This design comes from an exercise in tuning for small area on the open sky130 flow, not from production work. The RTL was checked by simulation tests, not by an equivalence proof against the original design.

==> flow/design.v (outline; a module is shown in full before it is edited, if it fits) <==
// module FIR: 6133 lines
// module fa_c: 4 lines
// module maj_c: 3 lines
// module ha_c: 4 lines
// module xnor_c: 3 lines
// module or_c: 3 lines
module FIR (input wire clk, input wire rst, input wire data_i_en, input wire [24:0] data_i,
  output wire data_o_en, output wire [24:0] data_o);
  // ...
==> flow/run.sh <==
#!/bin/bash
# synth_recipe.tcl (not shown) runs the flow's synth.tcl, then flattens the netlist and writes it again
# the make line also repeats each setting of config.mk as NAME=value (left out here)
make -C /OpenROAD-flow-scripts/flow DESIGN_CONFIG=/design/flow/config.mk WORK_HOME=/design/flow/orfs CLKGATE_MAP_FILE= SYNTH_SCRIPT=/design/flow/synth_recipe.tcl finish
==> flow/config.mk <==
export PLATFORM = sky130hd
export DESIGN_NAME = FIR
export DESIGN_NICKNAME = FIR
export VERILOG_FILES = /design/flow/design.v
export SDC_FILE = /design/flow/constraint.sdc
export NUM_CORES = 4
export LEC_CHECK = 0
export CAP_MARGIN = 20
export CORE_MARGIN = 2
export CORE_UTILIZATION = 75
export CTS_BUF_LIST = sky130_fd_sc_hd__clkbuf_8 sky130_fd_sc_hd__clkbuf_16
export CTS_CLUSTER_DIAMETER = 90
export CTS_CLUSTER_SIZE = 24
export SLEW_MARGIN = 20
export SYNTH_HIERARCHICAL = 1
export SYNTH_MINIMUM_KEEP_SIZE = 0
==> flow/constraint.sdc <==
create_clock -name core_clock -period 8.0 [get_ports {clk}]
set_input_delay 1.6000 -clock core_clock [delete_from_list [all_inputs] [get_ports {clk}]]
set_output_delay 1.6000 -clock core_clock [all_outputs]
set_load 0.01 [all_outputs]
==> impl_metrics.yaml, run 1 <==
critical_path:
  crit_path_cell_trace: "inv_1 -> fa_1 -> fa_1 -> fa_1 -> fa_1 -> fa_1 -> buf_4 -> inv_1 -> fa_1 -> fa_1 -> fa_1 -> fa_1 -> fa_1 -> fa_1 -> fa_1 -> fa_1 -> fa_1"
  reg2reg_from: "d3[20]$_DFFE_PP_"
  cp_slowest_cell: "fa_1"
  endpoint: "r_s20b10_492$_DFFE_PP_"
global_route:
  grt_pass1_vias: 35140
  met1_usage: 0.5488
cells_and_area:
  final_cell_mix: "fa_1, edfxtp_1, ha_1"
  inverters: 197
  clkbuf_count: 58
  fillCellCount: 4460
  buf_share: 0.01627
  multi_input_area_sq_um: 32330
  buffers: 126
  seq_share: 0.4798
route:
  wl_met3_mm: 19.14
  wl_per_cell_um: 34.07
sta:
  fmax_mhz: 129.7
  worst_slack_ns: 0.2903
  worst_pin_slew_ns: 1.112
clock_tree:
  post-cts-setup-buffers: 0
  ctsHoldBuffers: 0
  ctsResizeCount: 0
  clk_pin_slew_worst_paths_ns: 0.10
die:
  num_rows: 110
  start_util: 0.7538
run_status:
  status: "complete, no violations"
logic_synthesis:
  syn_nets: 4864
==> run 2: changes to the inputs <==
--- a/flow/config.mk
+++ b/flow/config.mk
@@ -7,10 +7,10 @@
 export LEC_CHECK = 0
 export CAP_MARGIN = 20
 export CORE_MARGIN = 2
-export CORE_UTILIZATION = 75
+export CORE_UTILIZATION = 65
 export CTS_BUF_LIST = sky130_fd_sc_hd__clkbuf_8 sky130_fd_sc_hd__clkbuf_16
 export CTS_CLUSTER_DIAMETER = 90
-export CTS_CLUSTER_SIZE = 24
+export CTS_CLUSTER_SIZE = 28
 export SLEW_MARGIN = 20
 export SYNTH_HIERARCHICAL = 1
 export SYNTH_MINIMUM_KEEP_SIZE = 0
==> impl_metrics.yaml, run 2 <==
run_status:
  status: "complete, no violations"
die:
  core_area_sq_um: 103300
  die-area_sq_um: 106700
  pin_count: 54
  dieWidth_um: 326.6
  start_util: 0.6546
  fp.dieH_um: 326.6
  num_rows: 118
cells_and_area:
  utilization: 0.6963
  final_nets: 5030
  final_common_cell: "fa_1"
  multi_input_area_sq_um: 32330
  seq_area_sq_um: 34380
  drive_gt1_frac: 0.1049
  fin_area_sq_um: 71970
  final_cell_mix: "fa_1, edfxtp_1, ha_1"
  top_regs: "d1: 25 flops, d2: 25 flops, d3: 20 flops"
  fillCellCount: 6494
  area_delta_synth_final_pct: 6.385
  stdcell_count: 4871
critical_path:
  reg2reg_depth: 15
  endpoint_kind: "flip-flop"
  worst-setup-path-type: "flip-flop to flip-flop"
  r2r_end: "r_s24b10_393$_DFFE_PP_"
  start_kind: "flip-flop"
  r2r_setup_slack_ns: 0.16
  cp_max_fo: 12
  startpoint: "d3[20]$_DFFE_PP_"
  reg2reg_from: "d3[20]$_DFFE_PP_"
  required_ns: 8.44
  worst_ep_arrival_time_ns: 8.27
global_route:
  met1_usage: 0.4850
  grt_busiest_layer: "met1"
  grt_max_degree: 168
  antenna_found_initial: 2
  use_met3: 0.07481
  grt_pass1_wl_mm: 233.8
  grt_pass1_vias: 34310
  gr-usage-met2: 0.4635
  gr-usage-all-layers: 0.3129
  grt_overflow: 0
clock_tree:
  cts.path.max_buffers: 3
  cts-buffers-inserted: 50
  clk_pin_slew_worst_paths_ns: 0.11
  ctsResizeCount: 0
  clock-sinks: 1147
  htreeDepth: 2
  post-cts-setup-buffers: 0
  clk_latency_ns: 0.72
  ctsHoldBuffers: 0
  cts_root_buffer: "clkbuf_16"
  cts_tree: "done"
sta:
  whs_ns: 0.4286
  finalClockSkew_ns: 0.06080
  setup_viol: 0
  fin_crit_ns: 7.835
  rsz0062_at_grt: "false"
  fin_setup_tns_ns: 0
  worst_slack_ns: 0.1648
  worst_pin_slew_ns: 1.081
  min_period_over_period: 0.9794
  hold_viol_final: 0
  maxSlewHeadroom: 0.2796
  fmax_mhz: 127.6
  final_max_slew_viol_count: 0
placement:
  hpwl_mm: 123.8
  post_dp_cell_area_sq_um: 70450
  port_buffers: 53
  place.gp.congestion: 0.9840
  dp_cells: 4799
  pre_cts_ws_ns: 0.2501
worst_hold_path:
  holdPathEnd: "d2[21]$_DFFE_PP_"
  min_from: "d1[21]$_DFFE_PP_"
  worstHoldPathCells: 0
  hp-class: "flip-flop to flip-flop"
route:
  drt_pass1_iterations: 5
  vias_per_cell: 6.218
  drc: 0
  drt_iter0_drc: 3361
  num_vias: 30290
  wl_per_cell_um: 32.20
  drt-total-wl_mm: 156.9
  drtAntennaViolNets: 0
logic_synthesis:
  synth_common_cells: "fa_1, edfxtp_1, ha_1"
  ys_seq_elements: 1147
  synth.yosys.warnings: 7
  syn-instance-count: 3305
  syn_area_sq_um: 67650
  avgSynthCellArea_sq_um: 20.47
  synth-main-ff-cell: "edfxtp_1"
  ys_top_cells_by_area: "edfxtp_1, fa_1, ha_1"
  synth_edf_count: 1141
  ys_types: 35
  yosysTopAreaCellShare: 0.5065
  yosysTopAreaCell: "edfxtp_1"
  yosys.cell_count.top_type: "fa_1"
  syn_nets: 4864
  yosysSeqAreaShare: 0.5083
  async_reset_ff_frac: 0
job:
  max_cap_violations: 0
[run 2: changes by cell type in the layout (fill, tap and decap cells not counted)]
cell        before  now
buf_12           5    6
buf_16           1    0
buf_4           67   81
bufinv_16        0    3
clkbuf_16       58   51
clkinv_1         3    4
clkinv_4         2    0
clkinvlp_4       0    4
diode_2          0    2
inv_1          197  198
inv_12           1    2
inv_6            0    2
inv_8            2    0
[run 2: layer usage]
metal / share of wire / up-vias / routed length (um)
met1: 0.42 / 16870 / 65330
met4: 0.025 / 2 / 3999
li1: - / 11780 / -
met2: 0.46 / 1413 / 72060
met5: 0.000077 / - / 12
met3: 0.099 / 222 / 15460
[run 2: worst max path at each step]
stage / to / slack, ns / depth (start not counted)
4_1_cts: r_s24b10_393$_DFFE_PP_ / 0.21 / 15
3_3_place_gp: r_s24b10_393$_DFFE_PP_ / 0.23 / 15
5_1_grt: r_s24b10_393$_DFFE_PP_ / 0.17 / 15
6_report: r_s24b10_393$_DFFE_PP_ / 0.16 / 15
2_1_floorplan: r_c40921o0k20_186$_DFFE_PP_ / 0.55 / 17
3_5_place_dp: r_s24b10_393$_DFFE_PP_ / 0.25 / 15
[run 2: worst max-delay path, stage by stage (launching register included)]
cell and delay (ns):
edfxtp_1 0.42, buf_4 0.27, fa_1 0.50, fa_1 0.43, fa_1 0.44, fa_1 0.56
fa_1 0.83, fa_1 0.57, fa_1 0.48, fa_1 0.44, fa_1 0.44, fa_1 0.43
fa_1 0.43, fa_1 0.42, fa_1 0.41, fa_1 0.49
[run 2: layout make-up]
class                           count  share of cell area
Antenna cell                        2          0.00006954
Clock buffer                       51             0.01773
Clock inverter                     19            0.003338
Inverter                          197             0.01028
Multi-Input combinational cell   1935              0.4493
Sequential cell                  1147              0.4778
Tap cell                         1380             0.02399
Timing Repair Buffer              140             0.01756
[run 2: cell families after synthesis]
| group | synth area share |
|---|---|
| and+or+nand+nor | 0.007787 |
| buffers and inverters | 0.01378 |
| adders and majority gates | 0.4563 |
| xor gates and xnor gates | 0.01282 |
| AOI/OAI and AO/OA | 0.0009987 |
| DFF | 0.5083 |
[run 2: modules after synthesis (local to each module, per instance)]
module  cells  cell area, sq um  flops+latches
FIR      1472             36100           1147
fa_c        1             20.02              0
ha_c        1             12.51              0
maj_c       1             11.26              0
or_c        1             6.256              0
xnor_c      1             8.758              0
==> run 3: changes to the inputs <==
--- a/flow/config.mk
+++ b/flow/config.mk
@@ -7,10 +7,10 @@
 export LEC_CHECK = 0
 export CAP_MARGIN = 20
 export CORE_MARGIN = 2
-export CORE_UTILIZATION = 65
+export CORE_UTILIZATION = 75
 export CTS_BUF_LIST = sky130_fd_sc_hd__clkbuf_8 sky130_fd_sc_hd__clkbuf_16
-export CTS_CLUSTER_DIAMETER = 90
-export CTS_CLUSTER_SIZE = 28
+export CTS_CLUSTER_DIAMETER = 150
+export CTS_CLUSTER_SIZE = 24
 export SLEW_MARGIN = 20
 export SYNTH_HIERARCHICAL = 1
 export SYNTH_MINIMUM_KEEP_SIZE = 0
==> impl_metrics.yaml, run 3 <==
run_status:
  status: "complete, no violations"
sta:
  worst_pin_slew_ns: 1.187
  fmax_mhz: 128.3
  fin_crit_ns: 7.797
  fin_setup_tns_ns: 0
  hold_viol_final: 0
  finalClockSkew_ns: 0.03805
  rsz0062_at_grt: "false"
  maxSlewHeadroom: 0.2086
  setup_viol: 0
  min_period_over_period: 0.9746
  final_max_slew_viol_count: 0
placement:
  place.gp.congestion: 0.9779
  hpwl_mm: 123.8
  port_buffers: 53
  post_dp_cell_area_sq_um: 70060
logic_synthesis:
  synth_top_family_by_area: "adder cells"
  async_reset_ff_frac: 0
  yosysTopAreaCell: "edfxtp_1"
  syn_area_sq_um: 67650
  synth_common_cells: "fa_1, edfxtp_1, ha_1"
  avgSynthCellArea_sq_um: 20.47
  synth_adder_area_share: 0.4563
  synth_compound_area_frac: 0.0009988
  ys_top_cells_by_area: "edfxtp_1, fa_1, ha_1"
  ys_seq_elements: 1147
  yosys.area_share.simple: 0.007787
  synth.area.mux_share: 0
  yosys.cell_count.top_type: "fa_1"
  ys_types: 35
  yosysSeqAreaShare: 0.5083
  synth-main-ff-cell: "edfxtp_1"
  synth.yosys.warnings: 7
  syn_nets: 4864
  synth-xor-area-share: 0.01282
  syn-instance-count: 3305
  synth_edf_count: 1141
  yosysTopAreaCellShare: 0.5065
cells_and_area:
  top_regs: "d1: 25 flops, d2: 25 flops, d3: 20 flops"
  num_antenna_cells: 0
  area_delta_synth_final_pct: 5.645
  drive_gt1_frac: 0.09882
  final_cell_mix: "fa_1, edfxtp_1, ha_1"
  final_nets: 5018
  final_common_cell: "fa_1"
  fin_area_sq_um: 71470
clock_tree:
  cts.path.max_buffers: 3
  ctsResizeCount: 0
  clk_latency_ns: 0.69
  clock-sinks: 1147
  cts-buffers-inserted: 53
  post-cts-setup-buffers: 0
  clk_pin_slew_worst_paths_ns: 0.09
  cts_root_buffer: "clkbuf_16"
  htreeDepth: 2
  cts_tree: "done"
  ctsHoldBuffers: 0
critical_path:
  worst_ep_arrival_time_ns: 8.20
  worst-setup-path-type: "flip-flop to flip-flop"
  worstSetupPathDepth: 17
  cp_slowest_cell: "fa_1"
  crit_family: "adder cells"
  r2r_setup_slack_ns: 0.20
  crit_path_cell_trace: "inv_1 -> fa_1 -> fa_1 -> fa_1 -> fa_1 -> fa_1 -> buf_4 -> inv_1 -> fa_1 -> fa_1 -> fa_1 -> fa_1 -> fa_1 -> fa_1 -> fa_1 -> fa_1 -> fa_1"
  endpoint_kind: "flip-flop"
  reg2reg_depth: 17
  cp_max_fo: 4
  cp.buffers_inverters: 3
  max_stage_delay_ns: 0.82
  start_kind: "flip-flop"
  path_common_cell: "fa_1"
  required_ns: 8.40
route:
  drt_iter0_drc: 3798
  num_vias: 31170
  drt_pass1_iterations: 5
  wl_per_cell_um: 33.97
  drt-total-wl_mm: 157.5
  drc: 0
  vias_per_cell: 6.721
  drtAntennaViolNets: 0
global_route:
  antenna_found_initial: 1
  grt_max_degree: 205
  grt_pass1_vias: 35190
  gr-usage-all-layers: 0.3624
  grt_overflow: 0
  grt_pass1_wl_mm: 234.9
die:
  fp.dieH_um: 304.3
  start_util: 0.7538
  num_rows: 110
  die-area_sq_um: 92610
  pin_count: 54
  core_area_sq_um: 89740
  dieWidth_um: 304.3
worst_hold_path:
  hp-class: "flip-flop to flip-flop"
  worstHoldPathCells: 0
job:
  max_cap_violations: 0
-- run 3: cell counts after synthesis --
Identical to the previous run, type by type.
-- run 3: final timing paths --
path / from / to
worst max-delay path: d3[20]$_DFFE_PP_ / r_s20b10_492$_DFFE_PP_
worst max register to register: d3[20]$_DFFE_PP_ / r_s20b10_492$_DFFE_PP_
worst min register to register: r_o0b15_1038$_DFFE_PP_ / r_o1b15_1063$_DFFE_PP_
worst min-delay path: r_o0b15_1038$_DFFE_PP_ / r_o1b15_1063$_DFFE_PP_
-- run 3: metal layers --
layer | vias to the layer above | global-route usage | wire length, um
li1 | 11750 | - | -
met4 | 2 | 0.09061 | 4641
met3 | 291 | 0.1022 | 18520
met2 | 1860 | 0.5437 | 74020
met5 | - | 0 | 13
met1 | 17260 | 0.5473 | 60330
-- run 3: cell families (layout without fill, tap and decap cells) --
group,count (synthesis),after routing
AOI/OAI and AO/OA,9,9
xor gates and xnor gates,99,99
adders and majority gates,1742,1742
buffers and inverters,223,379
DFF,1147,1147
and+or+nand+nor,85,85
-- run 3: metrics by stage --
stage                 util  setup WS (ns)  hold slack, ns  std cells
floorplan                -         0.5485          0.4003       3305
global route        0.7964        0.08827          0.4254       4637
finish              0.7964         0.2032          0.4200       4637
CTS                 0.7964         0.2385          0.4206       4637
detailed placement  0.7808         0.3025          0.4045       4580
global placement    0.7808         0.4095          0.4004       4580
-- run 3: cell type report --
class | count | area, sq um
multi-input cells | 1935 | 32330
clock inverters | 3 | 50.05
inverters | 197 | 739.5
repair buffers | 125 | 1139
well taps | 1176 | 1471
flip-flops and latches | 1147 | 34380
fillers | 4470 | 18270
clock buffers | 54 | 1351
-- run 3: Yosys stat by module, one instance, submodules excluded --
module | cell area (sq um) | cells inside | flops+latches | copies in the design
or_c | 6.256 | 1 | 0 | 46
FIR | 36100 | 1472 | 1147 | 1
xnor_c | 8.758 | 1 | 0 | 46
maj_c | 11.26 | 1 | 0 | 211
fa_c | 20.02 | 1 | 0 | 1244
ha_c | 12.51 | 1 | 0 | 286
==> run 4: changes to the inputs <==
--- a/flow/config.mk
+++ b/flow/config.mk
@@ -9,7 +9,7 @@
 export CORE_MARGIN = 2
 export CORE_UTILIZATION = 75
 export CTS_BUF_LIST = sky130_fd_sc_hd__clkbuf_8 sky130_fd_sc_hd__clkbuf_16
-export CTS_CLUSTER_DIAMETER = 150
+export CTS_CLUSTER_DIAMETER = 250
 export CTS_CLUSTER_SIZE = 24
 export SLEW_MARGIN = 20
 export SYNTH_HIERARCHICAL = 1
==> impl_metrics.yaml, run 4 <==
logic_synthesis:
  syn_area_sq_um: 67650
  yosysSeqAreaShare: 0.5083
  synth_common_cells: "fa_1, edfxtp_1, ha_1"
  synth_edf_count: 1141
  synth.yosys.warnings: 7
  ys_types: 35
  yosysTopAreaCellShare: 0.5065
  yosysTopAreaCell: "edfxtp_1"
  avgSynthCellArea_sq_um: 20.47
  async_reset_ff_frac: 0
  syn-instance-count: 3305
  ys_top_cells_by_area: "edfxtp_1, fa_1, ha_1"
  synth-main-ff-cell: "edfxtp_1"
  yosys.cell_count.top_type: "fa_1"
  syn_nets: 4864
  ys_seq_elements: 1147
global_route:
  gr-usage-all-layers: 0.3661
  grt_pass1_wl_mm: 237.0
  grt_max_degree: 205
  antenna_found_initial: 2
  grt_overflow: 0
  grt_pass1_vias: 35230
route:
  drc: 0
  drt-total-wl_mm: 158.4
  num_vias: 31180
  vias_per_cell: 6.713
  drtAntennaViolNets: 0
  wl_per_cell_um: 34.10
  drt_iter0_drc: 3755
  drt_pass1_iterations: 5
clock_tree:
  cts_tree: "done"
  cts_root_buffer: "clkbuf_16"
  htreeDepth: 2
  ctsHoldBuffers: 0
  cts.path.max_buffers: 3
  clock-sinks: 1147
  ctsResizeCount: 0
  clk_pin_slew_worst_paths_ns: 0.10
  post-cts-setup-buffers: 0
  clk_latency_ns: 0.71
  cts-buffers-inserted: 53
sta:
  worst_pin_slew_ns: 1.110
  setup_viol: 0
  fin_crit_ns: 7.710
  rsz0062_at_grt: "false"
  final_max_slew_viol_count: 0
  fmax_mhz: 129.7
  finalClockSkew_ns: 0.04610
  maxSlewHeadroom: 0.2544
  hold_viol_final: 0
  min_period_over_period: 0.9637
  fin_setup_tns_ns: 0
cells_and_area:
  area_delta_synth_final_pct: 5.656
  final_common_cell: "fa_1"
  final_cell_mix: "fa_1, edfxtp_1, ha_1"
  seq_area_sq_um: 34380
  num_antenna_cells: 0
  multi_input_area_sq_um: 32330
  fillCellCount: 4493
  drive_gt1_frac: 0.09859
  final_nets: 5018
  top_regs: "d1: 25 flops, d2: 25 flops, d3: 20 flops"
  fin_area_sq_um: 71470
critical_path:
  cp_slowest_cell: "fa_1"
  max_stage_delay_ns: 0.83
  endpoint_kind: "flip-flop"
  crit_path_cell_trace: "inv_1 -> fa_1 -> fa_1 -> fa_1 -> fa_1 -> fa_1 -> buf_4 -> inv_1 -> fa_1 -> fa_1 -> fa_1 -> fa_1 -> fa_1 -> fa_1 -> fa_1 -> fa_1 -> fa_1"
  worst_ep_arrival_time_ns: 8.13
  cp_max_fo: 4
  worst-setup-path-type: "flip-flop to flip-flop"
  path_common_cell: "fa_1"
  required_ns: 8.42
  start_kind: "flip-flop"
job:
  max_cap_violations: 0
worst_hold_path:
  hp-class: "flip-flop to flip-flop"
placement:
  hpwl_mm: 123.8
  port_buffers: 53
  post_dp_cell_area_sq_um: 70060
  place.gp.congestion: 0.9779
die:
  num_rows: 110
  fp.dieH_um: 304.3
  die-area_sq_um: 92610
  start_util: 0.7538
  pin_count: 54
  core_area_sq_um: 89740
  dieWidth_um: 304.3
run_status:
  status: "complete, no violations"
==> run 4: final cells by class <==
| class | count | share of cell area |
|---|---|---|
| well taps | 1176 | 0.02059 |
| clock inverters | 11 | 0.0008053 |
| repair buffers | 125 | 0.01593 |
| multi-input cells | 1935 | 0.4524 |
| flip-flops and latches | 1147 | 0.4811 |
| clock buffers | 54 | 0.01891 |
| inverters | 197 | 0.01035 |
==> run 4: path summary, 6_finish.rpt <==
check,start,depth (start not counted),slack (ns),endpoint
setup / recovery,d3[20]$_DFFE_PP_,17,0.29,r_s20b10_492$_DFFE_PP_
hold / removal,d1[23]$_DFFE_PP_,0,0.42,d2[23]$_DFFE_PP_
setup reg to reg,d3[20]$_DFFE_PP_,17,0.29,r_s20b10_492$_DFFE_PP_
hold reg to reg,d1[23]$_DFFE_PP_,0,0.42,d2[23]$_DFFE_PP_
==> run 4: critical path: cells and delay by family (launching register included) <==
family	cells	cell delay, ns
DFF	1	0.37
buffers and inverters	3	0.53
adders and majority gates	14	6.55
==> run 4: per-module statistics from Yosys (local to each module, per instance) <==
| module | flip-flops and latches | area [sq um] |
|---|---|---|
| maj_c | 0 | 11.26 |
| xnor_c | 0 | 8.758 |
| ha_c | 0 | 12.51 |
| or_c | 0 | 6.256 |
| fa_c | 0 | 20.02 |
| FIR | 1147 | 36100 |
==> run 4: kinds of logic (layout without fill, tap and decap cells) <==
| group | after synthesis | in the layout | synth area share |
|---|---|---|---|
| AO/OA/AOI/OAI | 9 | 9 | 0.0009987 |
| adder cells (fa/ha/maj) | 1742 | 1742 | 0.4563 |
| buffers and inverters | 223 | 387 | 0.01378 |
| XOR/XNOR | 99 | 99 | 0.01282 |
| AND/OR/NAND/NOR | 85 | 85 | 0.007787 |
| flip-flops | 1147 | 1147 | 0.5083 |
==> run 4: routing by layer <==
layer / track usage / share of wire / vias to the layer above
met2: 0.5535 / 0.47 / 1921
li1: - / - / 11750
met5: 0 / 0.00012 / -
met3: 0.1032 / 0.12 / 252
met1: 0.5510 / 0.38 / 17250
met4: 0.08612 / 0.027 / 4
==> run 4: through the flow <==
stage	hold WS [ns]	cells	worst slack [ns]	util
5_1_grt	0.4338	4645	0.1700	0.7965
2_1_floorplan	0.4003	3305	0.5485	-
3_5_place_dp	0.4045	4580	0.3025	0.7808
6_report	0.4235	4645	0.2901	0.7965
3_3_place_gp	0.4004	4580	0.4095	0.7808
4_1_cts	0.4235	4645	0.3050	0.7965
==> run 5: changes to the inputs <==
==> flow/config.mk (replaced) <==
export PLATFORM = sky130hd
export DESIGN_NAME = FIR
export DESIGN_NICKNAME = FIR
export VERILOG_FILES = /design/flow/design.v
export SDC_FILE = /design/flow/constraint.sdc
export NUM_CORES = 4
export LEC_CHECK = 0
export CAP_MARGIN = 5
export CORE_MARGIN = 2
export CORE_UTILIZATION = 75
export CTS_BUF_LIST = sky130_fd_sc_hd__clkbuf_8 sky130_fd_sc_hd__clkbuf_16
export CTS_CLUSTER_DIAMETER = 150
export CTS_CLUSTER_SIZE = 24
export SLEW_MARGIN = 5
export SYNTH_HIERARCHICAL = 1
export SYNTH_MINIMUM_KEEP_SIZE = 0
==> impl_metrics.yaml, run 5 <==
run_status:
  status: "complete, no violations"
cells_and_area:
  top_regs: "d1: 25 flops, d2: 25 flops, d3: 20 flops"
  fin_area_sq_um: 71470
  num_antenna_cells: 0
  utilization: 0.7964
  final_nets: 5018
  area_delta_synth_final_pct: 5.645
  fillCellCount: 4470
  final_cell_mix: "fa_1, edfxtp_1, ha_1"
  final_common_cell: "fa_1"
  drive_gt1_frac: 0.09882
route:
  drt_iter0_drc: 3798
  drt-total-wl_mm: 157.5
  vias_per_cell: 6.721
  wl_per_cell_um: 33.97
  drc: 0
  drtAntennaViolNets: 0
  num_vias: 31170
  drt_pass1_iterations: 5
clock_tree:
  cts_root_buffer: "clkbuf_16"
  clock-sinks: 1147
  htreeDepth: 2
  cts_tree: "done"
  cts.path.max_buffers: 3
  clk_pin_slew_worst_paths_ns: 0.09
  post-cts-setup-buffers: 0
  clk_latency_ns: 0.69
  ctsResizeCount: 0
  ctsHoldBuffers: 0
  cts-buffers-inserted: 53
logic_synthesis:
  synth_edf_count: 1141
  ys_seq_elements: 1147
  ys_types: 35
  syn_area_sq_um: 67650
  ys_top_cells_by_area: "edfxtp_1, fa_1, ha_1"
  syn_nets: 4864
  syn-instance-count: 3305
  synth_common_cells: "fa_1, edfxtp_1, ha_1"
  yosysTopAreaCell: "edfxtp_1"
  yosysSeqAreaShare: 0.5083
  async_reset_ff_frac: 0
  synth.yosys.warnings: 7
  synth-main-ff-cell: "edfxtp_1"
  avgSynthCellArea_sq_um: 20.47
  yosys.cell_count.top_type: "fa_1"
  yosysTopAreaCellShare: 0.5065
die:
  pin_count: 54
  core_area_sq_um: 89740
  num_rows: 110
  die-area_sq_um: 92610
  start_util: 0.7538
  dieWidth_um: 304.3
  fp.dieH_um: 304.3
critical_path:
  cp_slowest_cell: "fa_1"
  start_kind: "flip-flop"
  cp_max_fo: 4
  worst-setup-path-type: "flip-flop to flip-flop"
  required_ns: 8.40
  endpoint_kind: "flip-flop"
  path_common_cell: "fa_1"
  worst_ep_arrival_time_ns: 8.20
  crit_path_cell_trace: "inv_1 -> fa_1 -> fa_1 -> fa_1 -> fa_1 -> fa_1 -> buf_4 -> inv_1 -> fa_1 -> fa_1 -> fa_1 -> fa_1 -> fa_1 -> fa_1 -> fa_1 -> fa_1 -> fa_1"
  max_stage_delay_ns: 0.82
global_route:
  antenna_found_initial: 1
  grt_overflow: 0
  grt_max_degree: 205
  gr-usage-all-layers: 0.3624
  grt_pass1_vias: 35190
  grt_pass1_wl_mm: 234.9
sta:
  setup_viol: 0
  min_period_over_period: 0.9746
  rsz0062_at_grt: "false"
  worst_slack_ns: 0.2032
  whs_ns: 0.4200
  fin_crit_ns: 7.797
  final_max_slew_viol_count: 0
  hold_viol_final: 0
  fmax_mhz: 128.3
  finalClockSkew_ns: 0.03805
  fin_setup_tns_ns: 0
  worst_pin_slew_ns: 1.187
  maxSlewHeadroom: 0.2086
worst_hold_path:
  hp-class: "flip-flop to flip-flop"
job:
  max_cap_violations: 0
placement:
  port_buffers: 53
  post_dp_cell_area_sq_um: 70060
  hpwl_mm: 123.8
  place.gp.congestion: 0.9779
  pre_cts_ws_ns: 0.3025
==> run 5: critical path: cells and delay by family, from the launching register on <==
kind	cells	cell delay, ns
buf+inv	3	0.54
fa+ha+maj	14	6.59
flops	1	0.38
==> run 5: cell families after synthesis <==
logic type,synth area share
buffers and inverters,0.01378
and+or+nand+nor,0.007787
AOI/OAI and AO/OA,0.0009987
adders and majority gates,0.4563
xor gates and xnor gates,0.01282
DFF,0.5083
==> run 5: layout make-up <==
| type | count | area (sq um) | area share |
|---|---|---|---|
| Multi-Input combinational cell | 1935 | 32330 | 0.4524 |
| Timing Repair Buffer | 125 | 1139 | 0.01593 |
| Inverter | 197 | 739.5 | 0.01035 |
| Sequential cell | 1147 | 34380 | 0.4811 |
| Tap cell | 1176 | 1471 | 0.02059 |
| Clock inverter | 3 | 50.05 | 0.0007003 |
| Clock buffer | 54 | 1351 | 0.01891 |
==> run 5: modules after synthesis (local to each module, per instance) <==
module	copies in the design	cells inside
FIR	1	1472
fa_c	1244	1
ha_c	286	1
maj_c	211	1
xnor_c	46	1
or_c	46	1
==> run 5: routing by layer <==
layer / vias to the layer above / global-route usage / routed length (um)
met5: - / 0 / 13
met4: 2 / 0.09061 / 4641
met3: 291 / 0.1022 / 18520
met2: 1860 / 0.5437 / 74020
met1: 17260 / 0.5473 / 60330
li1: 11750 / - / -
==> run 5: final timing paths <==
path	start	to	slack (ns)	cells after the start
worst max-delay path	d3[20]$_DFFE_PP_	r_s20b10_492$_DFFE_PP_	0.20	17
worst min-delay path	r_o0b15_1038$_DFFE_PP_	r_o1b15_1063$_DFFE_PP_	0.42	0
worst max register to register	d3[20]$_DFFE_PP_	r_s20b10_492$_DFFE_PP_	0.20	17
worst min register to register	r_o0b15_1038$_DFFE_PP_	r_o1b15_1063$_DFFE_PP_	0.42	0
==> run 5: through the flow <==
stage               instances
global placement         4580
CTS                      4637
global route             4637
floorplan                3305
detailed placement       4580
finish                   4637
==> run 6: changes to the inputs <==
--- a/flow/config.mk
+++ b/flow/config.mk
@@ -5,12 +5,12 @@
 export SDC_FILE = /design/flow/constraint.sdc
 export NUM_CORES = 4
 export LEC_CHECK = 0
-export CAP_MARGIN = 5
+export CAP_MARGIN = 10
 export CORE_MARGIN = 2
 export CORE_UTILIZATION = 75
 export CTS_BUF_LIST = sky130_fd_sc_hd__clkbuf_8 sky130_fd_sc_hd__clkbuf_16
 export CTS_CLUSTER_DIAMETER = 150
 export CTS_CLUSTER_SIZE = 24
-export SLEW_MARGIN = 5
+export SLEW_MARGIN = 10
 export SYNTH_HIERARCHICAL = 1
 export SYNTH_MINIMUM_KEEP_SIZE = 0
==> impl_metrics.yaml, run 6 <==
global_route:
  grt_max_degree: 205
  grt_overflow: 0
  gr-usage-all-layers: 0.3624
  grt_pass1_vias: 35190
  grt_pass1_wl_mm: 234.9
  antenna_found_initial: 1
clock_tree:
  cts.path.max_buffers: 3
  cts_root_buffer: "clkbuf_16"
  post-cts-setup-buffers: 0
  ctsResizeCount: 0
  cts_tree: "done"
  htreeDepth: 2
  clock-sinks: 1147
  ctsHoldBuffers: 0
  cts-buffers-inserted: 53
  clk_latency_ns: 0.69
  clk_pin_slew_worst_paths_ns: 0.09
critical_path:
  cp_slowest_cell: "fa_1"
  required_ns: 8.40
  max_stage_delay_ns: 0.82
  crit_path_cell_trace: "inv_1 -> fa_1 -> fa_1 -> fa_1 -> fa_1 -> fa_1 -> buf_4 -> inv_1 -> fa_1 -> fa_1 -> fa_1 -> fa_1 -> fa_1 -> fa_1 -> fa_1 -> fa_1 -> fa_1"
  start_kind: "flip-flop"
  worst_ep_arrival_time_ns: 8.20
  cp.buffers_inverters: 3
  path_common_cell: "fa_1"
  crit_family: "adder cells"
  endpoint_kind: "flip-flop"
  cp_max_fo: 4
  r2r_setup_slack_ns: 0.20
  worst-setup-path-type: "flip-flop to flip-flop"
logic_synthesis:
  ys_seq_elements: 1147
  yosysTopAreaCellShare: 0.5065
  synth.yosys.warnings: 7
  yosys.cell_count.top_type: "fa_1"
  synth_edf_count: 1141
  synth_common_cells: "fa_1, edfxtp_1, ha_1"
  syn-instance-count: 3305
  synth-main-ff-cell: "edfxtp_1"
  yosysTopAreaCell: "edfxtp_1"
  ys_top_cells_by_area: "edfxtp_1, fa_1, ha_1"
  avgSynthCellArea_sq_um: 20.47
  syn_nets: 4864
  yosysSeqAreaShare: 0.5083
  ys_types: 35
  async_reset_ff_frac: 0
  syn_area_sq_um: 67650
sta:
  worst_slack_ns: 0.2032
  worst_pin_slew_ns: 1.187
  setup_viol: 0
  rsz0062_at_grt: "false"
  fmax_mhz: 128.3
  hold_viol_final: 0
  maxSlewHeadroom: 0.2086
  min_period_over_period: 0.9746
  fin_setup_tns_ns: 0
  fin_crit_ns: 7.797
  final_max_slew_viol_count: 0
  finalClockSkew_ns: 0.03805
die:
  die-area_sq_um: 92610
  dieWidth_um: 304.3
  num_rows: 110
  fp.dieH_um: 304.3
  pin_count: 54
  start_util: 0.7538
  core_area_sq_um: 89740
route:
  num_vias: 31170
  drc: 0
  drt-total-wl_mm: 157.5
  drt_iter0_drc: 3798
  wl_per_cell_um: 33.97
  vias_per_cell: 6.721
  drt_pass1_iterations: 5
  drtAntennaViolNets: 0
cells_and_area:
  stdcell_count: 4637
  multi_input_area_sq_um: 32330
  final_common_cell: "fa_1"
  utilization: 0.7964
  final_nets: 5018
  seq_area_sq_um: 34380
  fillCellCount: 4470
  final_cell_mix: "fa_1, edfxtp_1, ha_1"
  drive_gt1_frac: 0.09882
  top_regs: "d1: 25 flops, d2: 25 flops, d3: 20 flops"
  num_antenna_cells: 0
  area_delta_synth_final_pct: 5.645
placement:
  hpwl_mm: 123.8
  pre_cts_ws_ns: 0.3025
  dp_cells: 4580
  port_buffers: 53
  place.gp.congestion: 0.9779
run_status:
  status: "complete, no violations"
job:
  max_cap_violations: 0
worst_hold_path:
  hp-class: "flip-flop to flip-flop"
[run 6: logic make-up (layout without fill, tap and decap cells)]
family / after synthesis / count (layout) / synth area share
AO/OA/AOI/OAI: 9 / 9 / 0.0009987
XOR/XNOR: 99 / 99 / 0.01282
adder cells (fa/ha/maj): 1742 / 1742 / 0.4563
buffers and inverters: 223 / 379 / 0.01378
flip-flops: 1147 / 1147 / 0.5083
AND/OR/NAND/NOR: 85 / 85 / 0.007787
[run 6: modules after synthesis (local to each module, per instance)]
module  flops+latches  cells
ha_c                0      1
fa_c                0      1
maj_c               0      1
FIR              1147   1472
or_c                0      1
xnor_c              0      1
[run 6: final cells by class]
cell class	instances	area share
clock inverter	3	0.0007003
timing repair buffer	125	0.01593
multi-input combinational	1935	0.4524
sequential	1147	0.4811
tap	1176	0.02059
inverter	197	0.01035
clock buffer	54	0.01891
[run 6: per-stage QoR]
step | hold WS, ns | area, sq um
5_1_grt | 0.4254 | 71470
3_3_place_gp | 0.4004 | 70060
6_report | 0.4200 | 71470
4_1_cts | 0.4206 | 71470
3_5_place_dp | 0.4045 | 70060
2_1_floorplan | 0.4003 | 67650
[run 6: worst paths after layout]
path	startpoint	endpoint	cells past startpoint
worst max-delay path	d3[20]$_DFFE_PP_	r_s20b10_492$_DFFE_PP_	17
worst min-delay path	r_o0b15_1038$_DFFE_PP_	r_o1b15_1063$_DFFE_PP_	0
worst max register to register	d3[20]$_DFFE_PP_	r_s20b10_492$_DFFE_PP_	17
worst min register to register	r_o0b15_1038$_DFFE_PP_	r_o1b15_1063$_DFFE_PP_	0
[run 6: per-layer routing]
layer	part of all wire	vias to the layer above	wire (um)	track usage
li1	-	11750	-	-
met1	0.38	17260	60330	0.5473
met2	0.47	1860	74020	0.5437
met3	0.12	291	18520	0.1022
met4	0.029	2	4641	0.09061
met5	0.000083	-	13	0
==> run 7: changes to the inputs <==
==> flow/config.mk (replaced) <==
export PLATFORM = sky130hd
export DESIGN_NAME = FIR
export DESIGN_NICKNAME = FIR
export VERILOG_FILES = /design/flow/design.v
export SDC_FILE = /design/flow/constraint.sdc
export NUM_CORES = 4
export LEC_CHECK = 0
export CAP_MARGIN = 20
export CORE_MARGIN = 2
export CORE_UTILIZATION = 75
export CTS_BUF_LIST = sky130_fd_sc_hd__clkbuf_4 sky130_fd_sc_hd__clkbuf_8
export CTS_CLUSTER_DIAMETER = 60
export CTS_CLUSTER_SIZE = 12
export SLEW_MARGIN = 20
export SYNTH_HIERARCHICAL = 1
export SYNTH_MINIMUM_KEEP_SIZE = 0
==> impl_metrics.yaml, run 7 <==
clock_tree:
  post-cts-setup-buffers: 0
  clk_pin_slew_worst_paths_ns: 0.08
  ctsResizeCount: 0
  ctsHoldBuffers: 0
  cts.path.max_buffers: 3
  htreeDepth: 3
  clock-sinks: 1147
  clk_latency_ns: 0.85
  cts_root_buffer: "clkbuf_8"
  cts-buffers-inserted: 113
  cts_tree: "done"
critical_path:
  endpoint_kind: "flip-flop"
  worst-setup-path-type: "flip-flop to flip-flop"
  worst_ep_arrival_time_ns: 8.28
  start_kind: "flip-flop"
  required_ns: 8.57
  cp_max_fo: 4
placement:
  port_buffers: 53
  pre_cts_ws_ns: 0.3025
  place.gp.congestion: 0.9779
  hpwl_mm: 123.8
sta:
  rsz0062_at_grt: "false"
  final_max_slew_viol_count: 0
  hold_viol_final: 0
  worst_pin_slew_ns: 1.142
  worst_slack_ns: 0.2893
  finalClockSkew_ns: 0.06720
  whs_ns: 0.4167
  maxSlewHeadroom: 0.2333
  fin_crit_ns: 7.711
  fin_setup_tns_ns: 0
  setup_viol: 0
  min_period_over_period: 0.9638
  fmax_mhz: 129.7
logic_synthesis:
  synth.yosys.warnings: 7
  synth-main-ff-cell: "edfxtp_1"
  yosysTopAreaCell: "edfxtp_1"
  async_reset_ff_frac: 0
  ys_types: 35
  ys_seq_elements: 1147
  syn_nets: 4864
  yosys.cell_count.top_type: "fa_1"
  avgSynthCellArea_sq_um: 20.47
  synth_common_cells: "fa_1, edfxtp_1, ha_1"
  syn-instance-count: 3305
  syn_area_sq_um: 67650
  yosysTopAreaCellShare: 0.5065
  yosysSeqAreaShare: 0.5083
  synth_edf_count: 1141
  ys_top_cells_by_area: "edfxtp_1, fa_1, ha_1"
cells_and_area:
  top_regs: "d1: 25 flops, d2: 25 flops, d3: 20 flops"
  final_nets: 5079
  final_cell_mix: "fa_1, edfxtp_1, ha_1"
  area_delta_synth_final_pct: 6.429
  final_common_cell: "fa_1"
  drive_gt1_frac: 0.1208
route:
  drtAntennaViolNets: 0
  drt_pass1_iterations: 5
  num_vias: 31360
  drc: 0
  drt-total-wl_mm: 158.4
  drt_iter0_drc: 3935
  wl_per_cell_um: 33.47
  vias_per_cell: 6.628
die:
  core_area_sq_um: 89740
  num_rows: 110
  dieWidth_um: 304.3
  die-area_sq_um: 92610
  pin_count: 54
  fp.dieH_um: 304.3
  start_util: 0.7538
global_route:
  grt_max_degree: 205
  grt_pass1_vias: 35790
  antenna_found_initial: 5
  gr-usage-all-layers: 0.3667
  grt_overflow: 0
  grt_pass1_wl_mm: 236.3
worst_hold_path:
  hp-class: "flip-flop to flip-flop"
job:
  max_cap_violations: 0
run_status:
  status: "complete, no violations"
[run 7: changes by cell type in the layout (fill, tap and decap cells not counted), moves of 4 or more]
cell / change
clkinv_1: +5
diode_2: +4
clkbuf_4: +7
clkbuf_16: -54
inv_6: +5
inv_8: +4
clkbuf_8: +114
[run 7: Yosys stat by module (local to each module, per instance)]
module,cells inside,flip-flops and latches,copies in the design
FIR,1472,1147,1
fa_c,1,0,1244
ha_c,1,0,286
maj_c,1,0,211
or_c,1,0,46
xnor_c,1,0,46
[run 7: worst max-delay path, cell delays in order, from the launching register on]
cell and delay [ns]:
edfxtp_1 0.35, inv_1 0.13, fa_1 0.44, fa_1 0.40
fa_1 0.39, fa_1 0.42, fa_1 0.84, buf_4 0.27
inv_1 0.13, fa_1 0.42, fa_1 0.39, fa_1 0.39
fa_1 0.41, fa_1 0.54, fa_1 0.48, fa_1 0.40
fa_1 0.58, fa_1 0.47
[run 7: layout make-up]
| type | count | area [sq um] |
|---|---|---|
| Clock inverter | 26 | 272.8 |
| Multi-Input combinational cell | 1935 | 32330 |
| Fill cell | 4378 | 17740 |
| Antenna cell | 4 | 10.01 |
| Clock buffer | 121 | 1622 |
| Inverter | 197 | 739.5 |
| Tap cell | 1176 | 1471 |
| Timing Repair Buffer | 126 | 1166 |
| Sequential cell | 1147 | 34380 |
[run 7: cells by family (layout without fill, tap and decap cells)]
| group | Yosys count | after routing | synth area share |
|---|---|---|---|
| AO/OA/AOI/OAI | 9 | 9 | 0.0009987 |
| XOR/XNOR | 99 | 99 | 0.01282 |
| adder cells (fa/ha/maj) | 1742 | 1742 | 0.4563 |
| buffers and inverters | 223 | 470 | 0.01378 |
| flip-flops | 1147 | 1147 | 0.5083 |
| other | 0 | 4 | 0 |
| AND/OR/NAND/NOR | 85 | 85 | 0.007787 |
[run 7: per-stage QoR]
| step | instances | area [sq um] | util |
|---|---|---|---|
| global placement | 4580 | 70060 | 0.7808 |
| detailed placement | 4580 | 70060 | 0.7808 |
| floorplan | 3305 | 67650 | - |
| CTS | 4727 | 71960 | 0.8019 |
| global route | 4730 | 71990 | 0.8023 |
| finish | 4732 | 72000 | 0.8023 |
[run 7: final timing paths]
path / start / endpoint / slack (ns) / depth (start not counted)
min: r_o0b22_1045$_DFFE_PP_ / r_o1b22_1070$_DFFE_PP_ / 0.42 / 0
max: d3[20]$_DFFE_PP_ / r_s20b10_492$_DFFE_PP_ / 0.29 / 17
max reg2reg: d3[20]$_DFFE_PP_ / r_s20b10_492$_DFFE_PP_ / 0.29 / 17
min reg2reg: r_o0b22_1045$_DFFE_PP_ / r_o1b22_1070$_DFFE_PP_ / 0.42 / 0
[run 7: routing by layer]
layer / wire (um) / track usage
met3: 19780 / 0.1208
met2: 73580 / 0.5430
met4: 5217 / 0.1066
met1: 59790 / 0.5404
met5: 0 / 0
==> run 8: changes to the inputs <==
==> flow/config.mk (replaced) <==
export PLATFORM = sky130hd
export DESIGN_NAME = FIR
export DESIGN_NICKNAME = FIR
export VERILOG_FILES = /design/flow/design.v
export SDC_FILE = /design/flow/constraint.sdc
export NUM_CORES = 4
export LEC_CHECK = 0
export CAP_MARGIN = 20
export CORE_MARGIN = 2
export CORE_UTILIZATION = 70
export CTS_BUF_LIST = sky130_fd_sc_hd__clkbuf_16
export CTS_CLUSTER_DIAMETER = 150
export CTS_CLUSTER_SIZE = 26
export SLEW_MARGIN = 20
export SYNTH_HIERARCHICAL = 1
export SYNTH_MINIMUM_KEEP_SIZE = 0
==> impl_metrics.yaml, run 8 <==
clock_tree:
  clk_latency_ns: 0.69
  post-cts-setup-buffers: 0
  clock-sinks: 1147
  cts-buffers-inserted: 50
  cts_tree: "done"
  ctsResizeCount: 0
  ctsHoldBuffers: 0
  cts.path.max_buffers: 3
  cts_root_buffer: "clkbuf_16"
  htreeDepth: 2
  clk_pin_slew_worst_paths_ns: 0.11
sta:
  maxSlewHeadroom: 0.2019
  fin_setup_tns_ns: 0
  fin_crit_ns: 7.739
  min_period_over_period: 0.9674
  setup_viol: 0
  rsz0062_at_grt: "false"
  final_max_slew_viol_count: 0
  finalClockSkew_ns: 0.03834
  worst_pin_slew_ns: 1.197
  fmax_mhz: 129.2
  hold_viol_final: 0
  worst_slack_ns: 0.2607
global_route:
  gr-usage-all-layers: 0.3368
  grt_pass1_wl_mm: 232.3
  antenna_found_initial: 3
  grt_overflow: 0
  grt_pass1_vias: 34480
  grt_max_degree: 205
placement:
  place.gp.congestion: 0.9868
  dp_cells: 4687
  pre_cts_ws_ns: 0.3034
  post_dp_cell_area_sq_um: 70240
  port_buffers: 53
  hpwl_mm: 123.0
critical_path:
  endpoint_kind: "flip-flop"
  start_kind: "flip-flop"
  worst-setup-path-type: "flip-flop to flip-flop"
  reg2reg_depth: 15
  max_stage_delay_ns: 0.79
  r2r_end: "r_s10b10_748$_DFFE_PP_"
  cp_max_fo: 12
  cp_slowest_cell: "fa_1"
  crit_path_cell_trace: "buf_4 -> fa_1 -> fa_1 -> fa_1 -> fa_1 -> fa_1 -> fa_1 -> fa_1 -> fa_1 -> fa_1 -> fa_1 -> fa_1 -> fa_1 -> fa_1 -> fa_1"
  worst_ep_arrival_time_ns: 8.17
  required_ns: 8.43
  r2r_setup_slack_ns: 0.26
  path_common_cell: "fa_1"
  reg2reg_from: "d3[20]$_DFFE_PP_"
logic_synthesis:
  syn-instance-count: 3305
  synth_compound_area_frac: 0.0009988
  avgSynthCellArea_sq_um: 20.47
  ys_seq_elements: 1147
  ys_types: 35
  yosysSeqAreaShare: 0.5083
  yosysTopAreaCellShare: 0.5065
  yosysTopAreaCell: "edfxtp_1"
  ys_top_cells_by_area: "edfxtp_1, fa_1, ha_1"
  async_reset_ff_frac: 0
  syn_area_sq_um: 67650
  synth-xor-area-share: 0.01282
  yosys.area_share.simple: 0.007787
  synth_edf_count: 1141
  synth_common_cells: "fa_1, edfxtp_1, ha_1"
  synth_top_family_by_area: "adder cells"
  syn_nets: 4864
  yosys.cell_count.top_type: "fa_1"
  synth_adder_area_share: 0.4563
  synth-main-ff-cell: "edfxtp_1"
  synth.yosys.warnings: 7
  synth.area.mux_share: 0
cells_and_area:
  drive_gt1_frac: 0.1002
  final_common_cell: "fa_1"
  num_antenna_cells: 0
  top_regs: "d1: 25 flops, d2: 25 flops, d3: 20 flops"
  stdcell_count: 4750
  final_nets: 5023
  fin_area_sq_um: 71640
  final_cell_mix: "fa_1, edfxtp_1, ha_1"
  area_delta_synth_final_pct: 5.895
route:
  drt-total-wl_mm: 155.7
  wl_met2_mm: 72.23
  drtAntennaViolNets: 0
  num_vias: 30650
  wl_met1_mm: 62.79
  wl_per_cell_um: 32.78
  drt_pass1_iterations: 5
  vias_per_cell: 6.453
  drc: 0
  wl_met3_mm: 16.84
  routed.top_layer: "met4"
  drt_iter0_drc: 3663
die:
  dieWidth_um: 314.9
  die-area_sq_um: 99140
  core_area_sq_um: 96280
  num_rows: 114
  start_util: 0.7026
  pin_count: 54
  fp.dieH_um: 314.9
worst_hold_path:
  holdPathEnd: "d2[9]$_DFFE_PP_"
  min_from: "d1[9]$_DFFE_PP_"
  worstHoldPathCells: 0
  hp-class: "flip-flop to flip-flop"
run_status:
  status: "complete, no violations"
job:
  max_cap_violations: 0
run 8: critical path: cells and delay by family (launching register included):
kind / cells / cell delay [ns]
adder cells (fa/ha/maj): 14 / 6.73
buffers and inverters: 1 / 0.37
flip-flops: 1 / 0.38
run 8: modules after synthesis (local to each module, per instance):
module  flip-flops and latches  cells inside  area (sq um)
FIR                       1147          1472         36100
fa_c                         0             1         20.02
or_c                         0             1         6.256
ha_c                         0             1         12.51
xnor_c                       0             1         8.758
maj_c                        0             1         11.26
run 8: cell type report:
cell class	instances	area (sq um)
Sequential cell	1147	34380
Clock buffer	51	1276
Tap cell	1276	1597
Clock inverter	11	88.84
Multi-Input combinational cell	1935	32330
Timing Repair Buffer	133	1219
Fill cell	5409	24640
Inverter	197	739.5
run 8: per-layer routing:
| layer | track usage | up-vias |
|---|---|---|
| li1 | - | 11760 |
| met1 | 0.5146 | 17020 |
| met2 | 0.5001 | 1650 |
| met3 | 0.09262 | 222 |
| met4 | 0.07857 | 0 |
| met5 | 0 | - |
run 8: per-stage QoR:
step,hold WS [ns],utilization
6_report,0.4255,0.7440
5_1_grt,0.4343,0.7440
4_1_cts,0.4268,0.7437
3_5_place_dp,0.4045,0.7296
3_3_place_gp,0.4006,0.7296
2_1_floorplan,0.4003,-
run 8: worst max path at each step:
stage	from	endpoint	slack (ns)	cells after the start
2_1_floorplan	d2[7]$_DFFE_PP_	r_c40921o0k20_186$_DFFE_PP_	0.55	17
3_3_place_gp	d3[20]$_DFFE_PP_	r_s10b10_748$_DFFE_PP_	0.36	15
3_5_place_dp	d3[20]$_DFFE_PP_	r_s10b10_748$_DFFE_PP_	0.30	15
4_1_cts	d3[20]$_DFFE_PP_	r_s10b10_748$_DFFE_PP_	0.29	15
5_1_grt	d3[20]$_DFFE_PP_	r_s32b10_210$_DFFE_PP_	0.15	15
6_report	d3[20]$_DFFE_PP_	r_s10b10_748$_DFFE_PP_	0.26	15
run 8: cells by family after synthesis:
logic type,Yosys count
DFF,1147
AOI/OAI and AO/OA,9
xor gates and xnor gates,99
buffers and inverters,223
adders and majority gates,1742
and+or+nand+nor,85

afterwards: timing with drivers on the ports:
No port has a modelled driver above. Below, the same layouts with a new extraction and two added sets of constraints.
Step 1: set_driving_cell puts a clkbuf_16 on clk and a buf_2 on each other input, an assumption about the parent block.
Step 2 also shifts input and output timing later by t, the mid clock arrival at the registers, as if the neighbouring blocks saw the same clock.
Three values: ideal, step 1, step 2; two values: the first two.
| run | shift t [ns] | setup slack, ns | worst setup path at the end | worst slew at a driven data input, ns |
|---|---|---|---|---|
| run 1 | 0.756 | 0.290 / 0.290 / 0.290 | register to register | 0.05 |
| run 2 | 0.766 | 0.165 / 0.165 / 0.165 | register to register | 0.05 |
| run 3 | 0.734 | 0.203 / 0.203 / 0.203 | register to register | 0.05 |
| run 4 | 0.758 | 0.290 / 0.290 / 0.290 | register to register | 0.05 |
| run 5 | 0.734 | 0.203 / 0.203 / 0.203 | register to register | 0.05 |
| run 6 | 0.734 | 0.203 / 0.203 / 0.203 | register to register | 0.05 |
| run 7 | 0.887 | 0.289 / 0.289 / 0.289 | register to register | 0.05 |
| run 8 | 0.748 | 0.261 / 0.261 / 0.261 | register to register | 0.06 |
After both steps setup and hold are still met in every run listed.
